Source: an optimization exercise on an open RTL-to-GDS flow (aim: small area). Production flows keep margins and buffers that such runs may drop. In this exercise RTL edits were held to simulation tests only and were not proved equivalent to the original. No activity file was given, so power comes from the tool's default toggle rates.

--- design/flow/run.sh ---
#!/bin/bash
# synth_recipe.tcl (not shown) runs the flow's synth.tcl, then flattens the netlist and writes it again
# the make line also repeats each setting of config.mk as NAME=value (left out here)
make -C /OpenROAD-flow-scripts/flow DESIGN_CONFIG=/design/flow/config.mk WORK_HOME=/design/flow/orfs CLKGATE_MAP_FILE= SYNTH_SCRIPT=/design/flow/synth_recipe.tcl finish
--- design/flow/config.mk ---
export PLATFORM = sky130hd
export DESIGN_NAME = atm_top
export DESIGN_NICKNAME = atm_top
export VERILOG_FILES = /design/flow/design.v
export SDC_FILE = /design/flow/constraint.sdc
export NUM_CORES = 4
export LEC_CHECK = 0
export CAP_MARGIN = 20
export CORE_MARGIN = 2
export CORE_UTILIZATION = 50
export PLACE_DENSITY = 0.6
export SLEW_MARGIN = 20
--- design/flow/constraint.sdc ---
create_clock -name core_clock -period 10.0 [get_ports {clk}]
set_input_delay 2.0000 -clock core_clock [delete_from_list [all_inputs] [get_ports {clk}]]
set_output_delay 2.0000 -clock core_clock [all_outputs]
set_load 0.01 [all_outputs]
--- design/flow/design.v ---
package param;
    parameter CREDIT_VAL_SIZE = 25 ;
    parameter UP_LIMIT_SIZE = 15 ;
    parameter ATM_CAP_SIZE=        18 ;
    parameter PASSWORD_SIZE = 16 ;
    parameter DEPTH = 64 ;
    parameter PINCARD_SIZE = 6 ;
    parameter WITHDRAW_SIZE=		15;
    parameter TRANSFER_SIZE=		15;
    parameter DEPOSITE_SIZE=		15;
    parameter OP_CHOICE_SIZE=		2;
    parameter WAITING_TIMER_SIZE = 8;
    parameter SLOW_CLK_COUNTER_SIZE=5 ;
    parameter DIVISOR=16;
    parameter RAM_DATA_WIDTH=UP_LIMIT_SIZE+CREDIT_VAL_SIZE;
    parameter ROM_DATA_WIDTH=PASSWORD_SIZE+1;
    parameter WAITING_TIME=5;
endpackage 
module rom (
    input  wire        clk,
    input  wire        read_enable,
    input  wire [5:0]  address,
    input  wire [15:0] password,
    output wire        pwd_ok
);
reg [5:0] addr_r;
always @(posedge clk) begin
    if (read_enable)
        addr_r <= address;
end
function [16:0] rom_word;
    input [5:0] a;
    begin
        case (a)
        6'd0: rom_word = 17'b1000010000100011_1;
        6'd1: rom_word = 17'b0001100001000111_1;
        6'd2: rom_word = 17'b0100001001001001_1;
        6'd3: rom_word = 17'b0001001100011001_0;
        6'd4: rom_word = 17'b0101100100010111_0;
        6'd5: rom_word = 17'b1000000101100101_1;
        6'd6: rom_word = 17'b0001010001100000_1;
        6'd7: rom_word = 17'b0010011010011000_1;
        6'd8: rom_word = 17'b0100001010001001_1;
        6'd9: rom_word = 17'b0011000110011000_1;
        6'd10: rom_word = 17'b1000000101010101_1;
        6'd11: rom_word = 17'b0100000101101000_1;
        6'd12: rom_word = 17'b0110011101001001_1;
        6'd13: rom_word = 17'b0101010001000000_1;
        6'd14: rom_word = 17'b0110001001010001_1;
        6'd15: rom_word = 17'b1001010001010011_0;
        6'd16: rom_word = 17'b1001010010010001_0;
        6'd17: rom_word = 17'b0010000000000101_1;
        6'd18: rom_word = 17'b1000010110010001_1;
        6'd19: rom_word = 17'b0100000100010100_1;
        6'd20: rom_word = 17'b0001100100000111_1;
        6'd21: rom_word = 17'b0100010001010000_1;
        6'd22: rom_word = 17'b0101010110010011_1;
        6'd23: rom_word = 17'b1001011001001001_0;
        6'd24: rom_word = 17'b0100001101000011_1;
        6'd25: rom_word = 17'b0001000100010001_1;
        6'd26: rom_word = 17'b1000011100110111_1;
        6'd27: rom_word = 17'b0001100110011001_1;
        6'd28: rom_word = 17'b0101001100000101_0;
        6'd29: rom_word = 17'b1000011001001001_1;
        6'd30: rom_word = 17'b0101011000110010_1;
        6'd31: rom_word = 17'b0101000000011001_1;
        6'd32: rom_word = 17'b1000001000000100_1;
        6'd33: rom_word = 17'b0001000110000011_1;
        6'd34: rom_word = 17'b0110000101010011_1;
        6'd35: rom_word = 17'b0100011100000010_1;
        6'd36: rom_word = 17'b1001100001100110_1;
        6'd37: rom_word = 17'b1000001000010010_1;
        6'd38: rom_word = 17'b0001010010000101_1;
        6'd39: rom_word = 17'b0010011100010100_1;
        6'd40: rom_word = 17'b0101000001110001_1;
        6'd41: rom_word = 17'b0111001100100110_1;
        6'd42: rom_word = 17'b0011100110001000_1;
        6'd43: rom_word = 17'b0100001000111001_1;
        6'd44: rom_word = 17'b1001001010010011_1;
        6'd45: rom_word = 17'b1001010110000010_1;
        6'd46: rom_word = 17'b0100011001101001_1;
        6'd47: rom_word = 17'b1001000010000111_1;
        6'd48: rom_word = 17'b0011100101110010_1;
        6'd49: rom_word = 17'b0001011101000100_1;
        6'd50: rom_word = 17'b0101011101000000_1;
        6'd51: rom_word = 17'b0110100101000111_0;
        6'd52: rom_word = 17'b1001000000110110_0;
        6'd53: rom_word = 17'b1001011010000110_1;
        6'd54: rom_word = 17'b0111100100101001_1;
        6'd55: rom_word = 17'b0111100000110001_1;
        6'd56: rom_word = 17'b0111001110010000_1;
        6'd57: rom_word = 17'b0111001100010011_1;
        6'd58: rom_word = 17'b0111100100000101_1;
        6'd59: rom_word = 17'b1001011101101001_1;
        6'd60: rom_word = 17'b0100001101100011_1;
        6'd61: rom_word = 17'b0001011101000111_1;
        6'd62: rom_word = 17'b0011000101010110_1;
        6'd63: rom_word = 17'b0010100110010011_1;
        default: rom_word = 17'b0;
        endcase
    end
endfunction
wire [16:0] data = rom_word(addr_r);
assign pwd_ok = data[0] && (password == data[16:1]);
endmodule
module single_port_ram (
    input  wire        clk,
    input  wire        rst_n,
    input  wire        wr_en,
    input  wire        transfer_en,
    input  wire        rd_req,
    input  wire [5:0]  addr,
    input  wire [14:0] tv,
    input  wire [14:0] fu,
    input  wire [24:0] fc,
    output wire        cap_en,
    output wire [14:0] cap_up,
    output wire [24:0] cap_credit
);
localparam [14:0] INIT_UP = 15'd30000;
function [24:0] init_credit;
    input [5:0] a;
    begin
        case (a)
        6'd0: init_credit = 25'h0e85ffb;
        6'd1: init_credit = 25'h1d18a25;
        6'd2: init_credit = 25'h0e2e2a0;
        6'd3: init_credit = 25'h1e2bf6f;
        6'd4: init_credit = 25'h14820f8;
        6'd5: init_credit = 25'h17474bf;
        6'd6: init_credit = 25'h1abdd4d;
        6'd7: init_credit = 25'h152e9e1;
        6'd8: init_credit = 25'h10342f7;
        6'd9: init_credit = 25'h0dc0ea3;
        6'd10: init_credit = 25'h0b59b76;
        6'd11: init_credit = 25'h1a1fe06;
        6'd12: init_credit = 25'h1373324;
        6'd13: init_credit = 25'h0d17c83;
        6'd14: init_credit = 25'h1d4d911;
        6'd15: init_credit = 25'h0fb190f;
        6'd16: init_credit = 25'h12d780f;
        6'd17: init_credit = 25'h10300aa;
        6'd18: init_credit = 25'h17a94f6;
        6'd19: init_credit = 25'h168fd16;
        6'd20: init_credit = 25'h17035b0;
        6'd21: init_credit = 25'h0f82062;
        6'd22: init_credit = 25'h0fee84e;
        6'd23: init_credit = 25'h0f3bb06;
        6'd24: init_credit = 25'h10e517f;
        6'd25: init_credit = 25'h0cc66fc;
        6'd26: init_credit = 25'h0d41c75;
        6'd27: init_credit = 25'h1f30945;
        6'd28: init_credit = 25'h1f1b47b;
        6'd29: init_credit = 25'h0dc4e70;
        6'd30: init_credit = 25'h0a152ef;
        6'd31: init_credit = 25'h0e21b8d;
        6'd32: init_credit = 25'h1941ec3;
        6'd33: init_credit = 25'h1b0c140;
        6'd34: init_credit = 25'h0a0d48f;
        6'd35: init_credit = 25'h16834f9;
        6'd36: init_credit = 25'h0992d98;
        6'd37: init_credit = 25'h151dae1;
        6'd38: init_credit = 25'h17e89bc;
        6'd39: init_credit = 25'h1fad54f;
        6'd40: init_credit = 25'h0f5b5f0;
        6'd41: init_credit = 25'h1b903d7;
        6'd42: init_credit = 25'h1d17337;
        6'd43: init_credit = 25'h1e43c3b;
        6'd44: init_credit = 25'h099623a;
        6'd45: init_credit = 25'h14153e4;
        6'd46: init_credit = 25'h1f956f3;
        6'd47: init_credit = 25'h127f936;
        6'd48: init_credit = 25'h1bd0d9f;
        6'd49: init_credit = 25'h15cfdb0;
        6'd50: init_credit = 25'h1ada466;
        6'd51: init_credit = 25'h146e0c4;
        6'd52: init_credit = 25'h0a30d0a;
        6'd53: init_credit = 25'h0b7afaf;
        6'd54: init_credit = 25'h0c0a54f;
        6'd55: init_credit = 25'h0f2e370;
        6'd56: init_credit = 25'h1f363e0;
        6'd57: init_credit = 25'h17ba6fb;
        6'd58: init_credit = 25'h1be1b00;
        6'd59: init_credit = 25'h1640b6c;
        6'd60: init_credit = 25'h17cf14f;
        6'd61: init_credit = 25'h1bc653c;
        6'd62: init_credit = 25'h1e5a61b;
        6'd63: init_credit = 25'h1e098d5;
        default: init_credit = 25'h0;
        endcase
    end
endfunction
reg [1:0] ph;
always @(posedge clk or negedge rst_n) begin
    if (!rst_n) ph <= 2'd0;
    else        ph <= ph + 2'd1;
end
wire [1:0] sp = ~ph;
reg  [16*40-1:0] p0, p1, p2, p3;
reg  [15:0]      d0, d1, d2, d3;
wire [16*40-1:0] p0_nx;
wire [15:0]      d0_nx;
always @(posedge clk) begin
    p0 <= p0_nx;
    p1 <= p0;
    p2 <= p1;
    p3 <= p2;
end
always @(posedge clk or negedge rst_n) begin
    if (!rst_n) begin
        d0 <= 16'd0; d1 <= 16'd0; d2 <= 16'd0; d3 <= 16'd0;
    end else begin
        d0 <= d0_nx;
        d1 <= d0;
        d2 <= d1;
        d3 <= d2;
    end
end
reg        r_v;
reg  [5:0] r_a;
reg        s0_v, s1_v;
reg  [5:0] s0_a, s1_a;
reg        s0_p, s1_p;
reg [24:0] s0_add, s1_add;
reg        old1;             
wire i_plain = wr_en & ~transfer_en;
wire c_r  = r_v  & (r_a[1:0]  == sp);
wire c_i  = i_plain & (addr[1:0] == sp);
wire c_s0 = s0_v & (s0_a[1:0] == sp);
wire c_s1 = s1_v & (s1_a[1:0] == sp);
reg [5:0] t;
always @(*) begin
    if (c_r)                      t = r_a;
    else if (c_i)                 t = addr;
    else if (c_s0 & s0_p)         t = s0_a;
    else if (c_s1 & s1_p)         t = s1_a;
    else if (c_s1 & (old1 | ~c_s0)) t = s1_a;
    else                          t = s0_a;
end
wire t_v = c_r | c_i | c_s0 | c_s1;
wire m_i  = c_i  & (addr == t);
wire m_s0 = c_s0 & (s0_a == t);
wire m_s1 = c_s1 & (s1_a == t);
wire w_any = m_i | m_s0 | m_s1;
wire        plain_c = m_i | (m_s0 & s0_p) | (m_s1 & s1_p);
wire [24:0] add_c   = m_i ? 25'd0 : m_s0 ? s0_add : m_s1 ? s1_add : 25'd0;
wire [39:0] q   = p3[t[5:2]*40 +: 40];
wire        dq  = d3[t[5:2]];
wire [39:0] base = dq ? q : {INIT_UP, init_credit(t)};
wire [14:0] up_in = plain_c ? fu : base[39:25];
wire [24:0] cr_in = plain_c ? fc : base[24:0];
wire [39:0] res   = {up_in, cr_in + add_c};
genvar r;
generate
for (r = 0; r < 16; r = r + 1) begin : g_ring
    wire wen = w_any & (t[5:2] == r);
    assign p0_nx[r*40 +: 40] = wen ? res : p3[r*40 +: 40];
    assign d0_nx[r] = wen | d3[r];
end
endgenerate
assign cap_en     = c_r;
assign cap_up     = res[39:25];
assign cap_credit = res[24:0];
wire st   = wr_en & ~m_i;
wire mg0  = s0_v & ~m_s0 & (s0_a == addr);
wire mg1  = s1_v & ~m_s1 & (s1_a == addr);
wire free0 = ~s0_v | m_s0;
wire free1 = ~s1_v | m_s1;
wire [24:0] tv25 = {10'd0, tv};
always @(posedge clk or negedge rst_n) begin
    if (!rst_n) begin
        r_v <= 1'b0;
        r_a <= 6'd0;
        s0_v <= 1'b0; s0_a <= 6'd0; s0_p <= 1'b0; s0_add <= 25'd0;
        s1_v <= 1'b0; s1_a <= 6'd0; s1_p <= 1'b0; s1_add <= 25'd0;
        old1 <= 1'b0;
    end else begin
        if (rd_req) begin
            r_v <= 1'b1;
            r_a <= addr;
        end else if (c_r) begin
            r_v <= 1'b0;
        end
        if (m_s0) s0_v <= 1'b0;
        if (m_s1) s1_v <= 1'b0;
        if (st & mg0) begin
            s0_p   <= s0_p | ~transfer_en;
            s0_add <= transfer_en ? s0_add + tv25 : 25'd0;
        end else if (st & mg1) begin
            s1_p   <= s1_p | ~transfer_en;
            s1_add <= transfer_en ? s1_add + tv25 : 25'd0;
        end else if (st & free0) begin
            s0_v   <= 1'b1;
            s0_a   <= addr;
            s0_p   <= ~transfer_en;
            s0_add <= transfer_en ? tv25 : 25'd0;
            old1   <= s1_v & ~m_s1;
        end else if (st & free1) begin
            s1_v   <= 1'b1;
            s1_a   <= addr;
            s1_p   <= ~transfer_en;
            s1_add <= transfer_en ? tv25 : 25'd0;
            old1   <= 1'b0;
        end
    end
end
endmodule
module clock_divider
    #(parameter SLOW_CLK_COUNTER_SIZE=5,DIVISOR=16)
     (
    input clk,
    input rst_n,
    output  slow_clk,
    output  slow_tick    
);
reg [SLOW_CLK_COUNTER_SIZE-1:0] counter;
    always @( posedge clk,negedge rst_n ) begin : blockName
        if(!rst_n)begin
            counter<=1'b0; 
        end
        else begin
            counter<=counter+1;
        end
    end
    assign slow_clk=counter[$clog2(DIVISOR)-1];
    assign slow_tick=(counter[$clog2(DIVISOR)-1:0]==(DIVISOR/2-1));
endmodule
import  param::*;
module atm 
     (
        input  clk,
        input  rst_n,
        output logic [CREDIT_VAL_SIZE-1:0] available_credit_out,
        output logic    abort,
        output logic    done,
        output logic    card_spell_out,
        output logic [CREDIT_VAL_SIZE-1:0] final_credit,
        output logic [UP_LIMIT_SIZE-1:0] final_up_limit,
        output logic    transfer_en,
        output logic    wr_en,
        output logic    rd_req,
        input logic atm_init,
        input logic insert,
        input logic [ATM_CAP_SIZE-1:0] atm_capacity,
        input logic [OP_CHOICE_SIZE-1:0] op_choice,
        input logic language_choice,
        input logic [PASSWORD_SIZE-1:0]input_password,
        input logic [DEPOSITE_SIZE-1:0]deposite_value,
        input logic [WITHDRAW_SIZE-1:0]withdrawal_value,
        input logic [TRANSFER_SIZE-1:0]transfer_value,
        input logic enter,
        input logic cancel,
        input logic cap_en,
        input logic [CREDIT_VAL_SIZE-1:0]available_credit,
        input logic pwd_ok,
        input logic [UP_LIMIT_SIZE-1:0] up_limit
);
enum bit [3:0] {IDLE,CHECK_CARD,LANGUAGE_CHOICE,OPERATION_CHOICE,DEPOSITE,WITHDRAWAL,BALANCE_SERVICE,TRANSFER,ABORT} current_state,next_state;
localparam [OP_CHOICE_SIZE-1:0] DEPOSITE_OP =2'd0 ;
localparam [OP_CHOICE_SIZE-1:0] WITHDRAWAL_OP =2'd1 ;
localparam [OP_CHOICE_SIZE-1:0] BALANCE_SERVICE_OP =2'd2 ;
localparam [OP_CHOICE_SIZE-1:0] TRANSFER_OP =2'd3 ;
 logic [CREDIT_VAL_SIZE-1:0] available_credit_out_nx,available_credit_out_r;
 logic abort_nx,abort_r;
 logic done_nx,done_r;
 logic card_spell_out_nx,card_spell_out_r;
 logic [CREDIT_VAL_SIZE-1:0] final_credit_nx,final_credit_r;
 logic [UP_LIMIT_SIZE-1:0] final_up_limit_nx,final_up_limit_r;
 logic transfer_en_nx,transfer_en_r;
 logic wr_en_nx,wr_en_r;
 logic dead_lock_nx,dead_lock_r;
 logic no_feedthrough_nx,no_feedthrough_r;
 logic [2:0] transfer_seq_count_nx, transfer_seq_count_r;
logic [ATM_CAP_SIZE-1:0] atm_capacity_nx,atm_capacity_r;
logic  language_choice_nx,language_choice_r;
  logic enter_r,enter_pe;
  logic cancel_r,cancel_pe;
  logic [WAITING_TIMER_SIZE-1:0] waiting_timer;      
  logic timer_en_nx,timer_en_r;                      
  logic [$clog2(DIVISOR)-1:0] last_cycle_timer_nx,last_cycle_timer_r;   
always_ff @( posedge clk, negedge rst_n ) begin : posedge_detector
    if(!rst_n)begin
        enter_r<=1'b0; 
        cancel_r<=1'b0;
    end
    else begin
        enter_r<=enter; 
        cancel_r<=cancel;
    end
end
assign enter_pe= (enter && ~enter_r);
assign cancel_pe= (cancel && ~cancel_r);
logic  slow_clk;
logic  slow_tick;
 clock_divider  #(.SLOW_CLK_COUNTER_SIZE(SLOW_CLK_COUNTER_SIZE),.DIVISOR(DIVISOR)) clk_divider_inst
     (
     .clk(clk),
     .rst_n(rst_n),
      .slow_clk(slow_clk),
      .slow_tick(slow_tick)
);
always_ff @( posedge clk, negedge rst_n ) begin : wating_timer
    if(!rst_n) begin
        waiting_timer<='0; 
    end
    else if(slow_tick==1'b0) begin
        waiting_timer<=waiting_timer; 
    end
    else if(timer_en_nx==1'b1) begin
        waiting_timer<=waiting_timer+1; 
    end
    else begin
        waiting_timer<='0; 
    end
end
always_ff @( posedge clk, negedge rst_n ) begin : Transition_Always_block
    if(!rst_n)begin
        current_state<=IDLE;
        available_credit_out_r<='0;
        abort_r<='0;
        done_r<='0;
        card_spell_out_r<='0;
        final_credit_r<='0;
        final_up_limit_r<='0;
        transfer_en_r<='0;
        atm_capacity_r<='0;
        language_choice_r<='0;
        transfer_seq_count_r<='0;
        wr_en_r<='0;
        timer_en_r<='0;
        dead_lock_r<=1'b1;
        no_feedthrough_r<=1'b0;
        last_cycle_timer_r<='0;
    end
    else begin
        current_state<=next_state;
        available_credit_out_r<=available_credit_out_nx;
        abort_r<=abort_nx;
        done_r<=done_nx;
        card_spell_out_r<=card_spell_out_nx;
        final_credit_r<=cap_en ? available_credit : final_credit_nx;
        final_up_limit_r<=cap_en ? up_limit : final_up_limit_nx;
        transfer_en_r<=transfer_en_nx;
        atm_capacity_r<=atm_capacity_nx;
        language_choice_r<=language_choice_nx;
        transfer_seq_count_r<=transfer_seq_count_nx;
        wr_en_r<=wr_en_nx;
        timer_en_r<=timer_en_nx;
        dead_lock_r<=dead_lock_nx;
        no_feedthrough_r<=no_feedthrough_nx;
        last_cycle_timer_r<=last_cycle_timer_nx;
    end
end
always@(*)begin
  next_state=current_state;
  available_credit_out_nx=available_credit_out_r;
  abort_nx=1'b0;
  done_nx=1'b0;
  wr_en_nx=1'b0;
  card_spell_out_nx=1'b0;
  final_credit_nx=final_credit_r;
  final_up_limit_nx=final_up_limit_r;
  transfer_en_nx=transfer_en_r; 
  timer_en_nx=timer_en_r;
  transfer_seq_count_nx=transfer_seq_count_r;
  atm_capacity_nx=atm_capacity_r;
  dead_lock_nx=dead_lock_r;
  no_feedthrough_nx=no_feedthrough_r;
  last_cycle_timer_nx=last_cycle_timer_r;
  language_choice_nx=language_choice_r;
  rd_req=1'b0;
  case(current_state)
    IDLE:begin
        if(atm_init==1'b1)begin
            atm_capacity_nx=atm_capacity;
        end
       else if(insert==1'b1)begin
        next_state=CHECK_CARD;
        end
    end  
    CHECK_CARD:begin
        if(cancel_pe==1'b1)begin
            next_state=IDLE;
            card_spell_out_nx=1'b1;
        end
        else if(enter_pe==1'b1)begin
           if(pwd_ok)begin
            next_state=LANGUAGE_CHOICE;
            rd_req=1'b1;
           end
        else begin
          next_state=IDLE;
          card_spell_out_nx=1'b1;
        end
        end
    end  
    LANGUAGE_CHOICE:begin
        if(cancel_pe==1'b1)begin
            next_state=IDLE;
            card_spell_out_nx=1'b1;
        end
        else if(enter_pe==1'b1)begin
        language_choice_nx=language_choice;
        next_state=OPERATION_CHOICE;
        end
    end
    OPERATION_CHOICE:begin
        transfer_seq_count_nx='0;
        dead_lock_nx=1'b1;
        if(cancel_pe==1'b1)begin
            next_state=IDLE;
            card_spell_out_nx=1'b1;
        end
        else if(enter_pe==1'b1)begin
           case(op_choice)
            DEPOSITE_OP:begin
                next_state=DEPOSITE;
            end
            WITHDRAWAL_OP:begin
                next_state=WITHDRAWAL;
            end
            BALANCE_SERVICE_OP:begin
                next_state=BALANCE_SERVICE;
            end
            TRANSFER_OP:begin
                next_state=TRANSFER;
            end
           endcase
            end
    end
    DEPOSITE:begin
        if((cancel_pe==1'b1)&&(timer_en_r==1'b0) && (last_cycle_timer_r == 0))begin
            next_state=OPERATION_CHOICE;
        end
        else if (no_feedthrough_r==1'b0)begin
            no_feedthrough_nx=1'b1;
        end
        else if((enter_pe==1'b1)&&(dead_lock_r==1'b1)&&(no_feedthrough_r==1'b1))begin
            final_credit_nx=final_credit_r+deposite_value;
            atm_capacity_nx=atm_capacity_r+deposite_value;
            wr_en_nx=1'b1;
            timer_en_nx=1;
            dead_lock_nx=1'b0;
        end
       else if((waiting_timer==WAITING_TIME) )begin
            timer_en_nx=1'b0;
            last_cycle_timer_nx=last_cycle_timer_r+1;
            if(last_cycle_timer_r==(DIVISOR-1))begin
            done_nx=1'b1;
            next_state=OPERATION_CHOICE;
            dead_lock_nx=1'b1;
            no_feedthrough_nx=1'b0;
            last_cycle_timer_nx='0;
       end
        end
    end
    WITHDRAWAL:begin
        if((cancel_pe==1'b1)&&(timer_en_r==1'b0) && (last_cycle_timer_r == 0))begin
            next_state=OPERATION_CHOICE;
        end
        else if (no_feedthrough_r==1'b0)begin
            no_feedthrough_nx=1'b1;
        end
        else if((enter_pe==1'b1)&&(dead_lock_r==1'b1)&&(no_feedthrough_r==1'b1))begin
            if((withdrawal_value<=atm_capacity_r)&&(withdrawal_value<=final_credit_r)&&(withdrawal_value<=final_up_limit_r))begin
                final_credit_nx=final_credit_r-withdrawal_value;
                final_up_limit_nx=final_up_limit_r-withdrawal_value;
                atm_capacity_nx=atm_capacity_r-withdrawal_value;
                timer_en_nx=1'b1;
                wr_en_nx=1'b1;
                dead_lock_nx=1'b0;
            end
            else begin
                abort_nx=1'b1;
                next_state=ABORT;
                card_spell_out_nx=1'b1;
                dead_lock_nx=1'b1;
                no_feedthrough_nx=1'b0;
            end
        end
        else if(waiting_timer==WAITING_TIME )begin
            timer_en_nx=1'b0;
            last_cycle_timer_nx=last_cycle_timer_r+1;
            if(last_cycle_timer_r==(DIVISOR-1))begin
            done_nx=1'b1;
            next_state=OPERATION_CHOICE;
            dead_lock_nx=1'b1;
            no_feedthrough_nx=1'b0;
            last_cycle_timer_nx='0;
       end
        end
    end
    BALANCE_SERVICE:begin
    done_nx=1'b1;
    next_state=OPERATION_CHOICE;
    available_credit_out_nx=final_credit_r;
    end
    TRANSFER:begin
        if(cancel_pe==1'b1)begin
            next_state=OPERATION_CHOICE;
        end
        else if (no_feedthrough_r==1'b0)begin
            no_feedthrough_nx=1'b1;
        end
        else if((enter_pe==1'b1)&&(dead_lock_r==1'b1)&&(no_feedthrough_r==1'b1))begin
            if((transfer_value<=final_credit_r)&&(transfer_value<=final_up_limit_r))begin
                final_credit_nx=final_credit_r-transfer_value;
                final_up_limit_nx=final_up_limit_r-transfer_value;
                dead_lock_nx=1'b0;
            end
            else begin
                abort_nx=1'b1;
                next_state=ABORT;
                card_spell_out_nx=1'b1;
                dead_lock_nx=1'b1;
                no_feedthrough_nx=1'b0;
            end
        end
        else if(transfer_seq_count_r!=3'd4 && (dead_lock_r==1'b0))begin
            transfer_seq_count_nx=transfer_seq_count_r+1;  
                    case(transfer_seq_count_r)
                        3'b000:begin
                            wr_en_nx=1'b1;                          
                        end
                        3'b001:begin
                            transfer_en_nx=1'b1;
                        end
                        3'b010:begin
                            wr_en_nx=1'b1;
                        end
                        3'b011:begin
                            transfer_en_nx=1'b0;
                            next_state=OPERATION_CHOICE;
                            done_nx=1'b1;
                            dead_lock_nx=1'b1;
                            no_feedthrough_nx=1'b0;
                        end
                    endcase 
         end
    end
    ABORT:begin
        next_state=IDLE;
    end
endcase
end
assign   available_credit_out=available_credit_out_r;
assign   abort=abort_r;
assign   done=done_r;
assign   card_spell_out=card_spell_out_r;
assign   final_credit=final_credit_r;
assign   final_up_limit=final_up_limit_r;
assign   transfer_en=transfer_en_r;
assign   wr_en=wr_en_r;
endmodule
import param::*;
module atm_top 
    (
       input  clk,
       input  rst_n,
       output logic [CREDIT_VAL_SIZE-1:0] available_credit_out,
       output logic abort,
       output logic done,
       output logic card_spell_out,
       input logic atm_init,
       input logic insert,    
       input logic [ATM_CAP_SIZE-1:0] atm_capacity,
       input logic [OP_CHOICE_SIZE-1:0] op_choice,
       input logic language_choice,
       input logic [PASSWORD_SIZE-1:0]input_password,
       input logic [DEPOSITE_SIZE-1:0]deposite_value,
       input logic [WITHDRAW_SIZE-1:0]withdrawal_value,
       input logic enter,
       input logic cancel,
input logic [PINCARD_SIZE-1:0] input_card_pin,
input logic [PINCARD_SIZE-1:0] transfer_card_pin,
input logic [TRANSFER_SIZE-1:0] transfer_value
);
logic [CREDIT_VAL_SIZE-1:0] fc, cap_credit;
logic [UP_LIMIT_SIZE-1:0]   fu, cap_up;
logic transfer_en, wr_en, rd_req, cap_en, pwd_ok;
logic [PINCARD_SIZE-1:0] ram_addr;
atm atm_inst (
    .clk(clk), .rst_n(rst_n),
    .available_credit_out(available_credit_out),
    .abort(abort), .done(done), .card_spell_out(card_spell_out),
    .final_credit(fc), .final_up_limit(fu),
    .transfer_en(transfer_en), .wr_en(wr_en), .rd_req(rd_req),
    .atm_init(atm_init), .insert(insert), .atm_capacity(atm_capacity),
    .op_choice(op_choice), .language_choice(language_choice),
    .input_password(input_password), .deposite_value(deposite_value),
    .withdrawal_value(withdrawal_value), .transfer_value(transfer_value),
    .enter(enter), .cancel(cancel),
    .cap_en(cap_en), .available_credit(cap_credit), .pwd_ok(pwd_ok),
    .up_limit(cap_up)
);
rom card_rom (
    .clk(clk), .read_enable(insert), .address(input_card_pin),
    .password(input_password), .pwd_ok(pwd_ok)
);
assign ram_addr = transfer_en ? transfer_card_pin : input_card_pin;
single_port_ram account_ram (
    .clk(clk), .rst_n(rst_n),
    .wr_en(wr_en), .transfer_en(transfer_en), .rd_req(rd_req),
    .addr(ram_addr), .tv(transfer_value), .fu(fu), .fc(fc),
    .cap_en(cap_en), .cap_up(cap_up), .cap_credit(cap_credit)
);
endmodule
==> notes.md <==
The run finished with no timing, DRC or antenna violations. The standard cell core area is 178,000 µm². The weighted congestion at the end of routability-driven global placement came out at 0.964.

Counting every net in the synthesized netlist gives 8,485. The worst setup path is captured at a flop. The slew of the pin with the lowest slew margin is 1.12 ns. Entering global routing, the biggest net connects 159 pins. The leakage power of the design is 41.9 nW. The final-stage net count is 8,650. The internal power component came out at 17.8 mW. The layout has 15,000 filler cells.

The number of placement rows came out at 155. Setup violations remaining at the end of the flow were counted as 0. The wire-length estimate of the detail-placed layout is 152 mm.

The total I/O pin count is 128. The count of cells along the worst register-to-register path is 25. After clock tree synthesis, the flow added hold-fix buffers numbering 0.

The placed instances occupy a cell area of 93,900 µm². The number of unique standard cell types used by synthesis came out at 104. The first-pass GRT wire length came out at 365 mm.

The layout overhead on the synthesized area is 15.3%. The critical path is of the primary input to flop type. The clock tree synthesis step divided the H-tree into 5 levels. Counting flops with a built-in enable in the synthesized netlist gives 6. The peak supply drop came out at 0.167 mV. The power per unit of standard cell area came out at 218 nW/µm².

In this run the post-CTS setup repair buffer count came out at 0. The leading register cell type out of synthesis is sky130_fd_sc_hd__dfxtp_1. The clock tree root buffer cell is sky130_fd_sc_hd__clkbuf_16. The worst setup path is launched from a primary input. The maximum fanout count along the critical path came out at 16. The number of antenna-violating nets in the routed design came out at 0. The routed design could run at a clock period as short as 9.06 ns.

Summed over all instances, the cell type with the most area after synthesis is sky130_fd_sc_hd__dfxtp_1. TritonCTS created 292 clock buffers. TritonCTS built the clock tree. The total non-filler cell area in the finished layout came out at 103,000 µm². Sequential cells were found to cover 65.0% of the synthesized design area.

The setup clock skew after layout came out at 0.0675 ns. The setup TNS came out at 0 ns. The post-synthesis register bit count came out at 2,839. In this run the tightest slew margin relative to its limit is 25.6%.

The data required time at the worst endpoint came out at 10.75 ns. The worst hold path terminates at account_ram.p3[30]. The clock slew at the register clock pins of the worst setup and hold paths is 0.06 ns. The number of antenna violations at the first check in global routing is 4. The clock passes through at most 4 buffers. The number of instances on the worst hold path came out at 0. The cell count after synthesis is 8,175.

In this run the power spent charging and discharging nets is 4.62 mW. The area share of the leading cell type in the synthesized netlist is 57.6%. The mean routed wirelength per cell came out at 22.2 µm.

The count of clock tree sinks is 2,839. The worst reg-to-reg setup slack is 1.39 ns. In this run the worst hold path is classified as flop to flop. The period utilization is 90.6%. Combinational logic burns 2.4% of the power. The die is 427 µm tall. Global routing used 26.3% of the available tracks across all layers. The clock latency of the later-clocked register in the worst-skew pair came out at 0.94 ns.

The floorplan step defined a die boundary enclosing 182,000 µm². The cell area that synthesis handed to floorplanning was 89,500 µm². By area the synthesized netlist is led by sky130_fd_sc_hd__dfxtp_1, sky130_fd_sc_hd__dfrtp_1, sky130_fd_sc_hd__nand2_1, sky130_fd_sc_hd__o21ai_0, sky130_fd_sc_hd__mux2_2. In this run switching power makes up 20.6% of total power. The number of maximum-capacitance violations came out at 0. The wire length after detailed routing came out at 242 mm. The async set or reset register ratio after synthesis is 9.02%.

The count of buffers added on input and output ports is 126. The leftover overflow at the end of global routing came out at 0. The effective utilization at floorplan is 50.2%. The end of the worst register-to-register path is account_ram.p0[623]. The detailed-routing iteration count for the pre-antenna-repair pass is 7. Setup repair after global routing left no endpoint under its margin. The via count came out at 59,700. In the final layout, the share of cells above drive strength 1 is 11.3%. The part of the power in registers is 50.6%. In this run the critical register-to-register path is launched from account_ram.ph[1]. The clock network power share came out at 47.0%.

The cell with the most instances after synthesis is sky130_fd_sc_hd__dfxtp_1. The max-slew violation total from the final report is 0. The mean instance size in the synthesized netlist is 11.0 µm². The overall die width is 427 µm. The number of failing hold endpoints at the final stage is 0.

The average via count per standard cell is 5.47. For this run, the top clock speed supported by timing is 110 MHz. The number of DRC violations after detailed-routing iteration 0 is 4,643. The number of global-route vias before repair is 58,600.

The worst hold path begins at account_ram.p2[30]. The number of warnings issued by yosys is 4. The number of resized instances in the post-cts repair step is 0. At the worst endpoint, the arrival time is 9.81 ns. In the synthesized netlist, the cells that appear most often are sky130_fd_sc_hd__dfxtp_1, sky130_fd_sc_hd__nand2_1, sky130_fd_sc_hd__o21ai_0. After detailed routing, the number of remaining DRC violations is 0.
[worst max-delay path by stage]
stage,startpoint,cells past startpoint,end
2_1_floorplan,input_card_pin[0],28,account_ram.p0[103]
3_3_place_gp,input_card_pin[0],26,account_ram.p0[583]
3_5_place_dp,input_card_pin[0],27,account_ram.p0[623]
4_1_cts,input_card_pin[0],26,account_ram.p0[623]
5_1_grt,input_card_pin[0],26,account_ram.p0[543]
6_report,input_card_pin[0],26,account_ram.p0[623]
[per-layer routing]
| layer | global-route usage (%) | routed length [µm] | vias to the layer above |
|---|---|---|---|
| met5 | 0 | 13 | - |
| met4 | 10.1 | 8860 | 2 |
| met3 | 3.82 | 12000 | 502 |
| met2 | 40.7 | 107000 | 1653 |
| met1 | 37.4 | 114000 | 29100 |
| li1 | - | - | 28500 |
[flip-flops by register name (all words and copies together) (netlist names), 16 cells and up]
signal and count:
account_ram.p0 640, account_ram.p1 640, account_ram.p2 640, account_ram.p3 640, account_ram.s0_add 25, account_ram.s1_add 25, atm_inst.available_credit_out_r 25, atm_inst.final_credit_r 25
atm_inst.atm_capacity_r 18, card_rom.data 17, account_ram.d0 16, account_ram.d1 16, account_ram.d2 16, account_ram.d3 16
[cell usage in the layout, fill, tap and decap left out, drive strengths merged, types with 79 or more instances in the layout]
cell and count:
o21ai 720, nand3 379, nand2 1388, clkbuf 430
a21oi 283, nor2 226, xnor2 101, mux2i 136
dfrtp 255, inv 103, mux2 229, buf 205
clkdlybuf4s50 125, a31oi 79, a311oi 109, ha 200
dfxtp 2577
[power by group through the flow]
| stage | clock network (mW) | registers, mW | logic (mW) |
|---|---|---|---|
| after floorplan | 0 | 11.6 | 0.334 |
| after global placement | 0 | 11.6 | 0.520 |
| after detailed placement | 0 | 11.6 | 0.523 |
| after CTS | 10.7 | 11.4 | 0.526 |
| after global routing | 11.2 | 11.4 | 0.585 |
| final | 10.6 | 11.4 | 0.532 |
[critical path, cell delays in order]
cell	delay (ns)
sky130_fd_sc_hd__clkdlybuf4s50_1	0.55
sky130_fd_sc_hd__xor2_1	0.39
sky130_fd_sc_hd__and3_1	0.36
sky130_fd_sc_hd__a21oi_1	0.13
sky130_fd_sc_hd__a32oi_4	0.72
sky130_fd_sc_hd__nor2_1	0.14
sky130_fd_sc_hd__a32oi_1	0.34
sky130_fd_sc_hd__nand3_1	0.15
sky130_fd_sc_hd__or2_2	0.43
sky130_fd_sc_hd__a311oi_1	0.71
sky130_fd_sc_hd__a31oi_1	0.24
sky130_fd_sc_hd__o21ai_0	0.22
sky130_fd_sc_hd__ha_1	0.26
sky130_fd_sc_hd__a21o_1	0.19
sky130_fd_sc_hd__a21oi_1	0.24
sky130_fd_sc_hd__o21bai_1	0.12
sky130_fd_sc_hd__a211o_1	0.33
sky130_fd_sc_hd__a21o_1	0.19
sky130_fd_sc_hd__a221o_1	0.35
sky130_fd_sc_hd__a311oi_1	0.31
sky130_fd_sc_hd__buf_4	0.17
sky130_fd_sc_hd__nor2_1	0.06
sky130_fd_sc_hd__a311oi_1	0.32
sky130_fd_sc_hd__xor2_1	0.54
sky130_fd_sc_hd__buf_12	0.23
sky130_fd_sc_hd__o21ai_0	0.11
[stage by stage]
stage                     utilization [%]  setup slack [ns]  hold slack, ns  instances  power, mW
after floorplan                         -              1.76           0.310       8175       11.9
after global placement               52.7             0.215           0.310      10400       12.1
after detailed placement             52.7             0.308           0.312      10400       12.1
after CTS                            57.9              1.19           0.270      10900       22.6
after global routing                 57.9             0.645           0.273      10900       23.2
final                                57.9             0.937           0.272      10900       22.5
[cell families (layout without fill, tap and decap cells)]
kind of cell	count (synthesis)	in the layout	share of synthesized area, %
multiplexers	366	366	4.48
XOR/XNOR	170	170	1.73
other	0	4	0
adder cells (fa/ha/maj)	210	210	3.02
AND/OR/NAND/NOR	2354	2354	11.4
flip-flops	2839	2839	65.0
buffers and inverters	562	934	2.68
AO/OA/AOI/OAI	1674	1674	11.7
[layout make-up]
| type | count | area, µm² | area share, % |
|---|---|---|---|
| Tap cell | 2355 | 2950 | 2.85 |
| Clock buffer | 430 | 8650 | 8.38 |
| Clock inverter | 71 | 703 | 0.681 |
| Sequential cell | 2839 | 58200 | 56.3 |
| Antenna cell | 4 | 10.0 | 0.00969 |
| Multi-Input combinational cell | 4774 | 29300 | 28.3 |
| Inverter | 103 | 403 | 0.390 |
| Timing Repair Buffer | 330 | 3110 | 3.01 |

## what the ideal ports hide
No port has a modelled driver above. Below, the same layout with a new extraction and two added sets of constraints. Step 1 sets driving cells, clkbuf_16 on the clock port and buf_2 on the other inputs (assumed; they add their load-dependent delay and slew). Step 2 times the ports against the registers' clock, not the clock port: input delays grow and output delays shrink by t, the midpoint of the rising clock arrivals with the driver on. Three values: no drivers, after step 1, after step 2; two values: the first two.
t (ns): 0.990
setup slack, ns: 0.937 / 1.000 / 0.010
worst setup path at the end: input to register
worst data-port slew with drivers (ns): 0.09
cell pins on the clock port's net: 1
After both steps setup and hold are still met in this run. For this run, drivers alone change the setup slack by +0.063 ns; drivers and shift together by -0.927 ns.
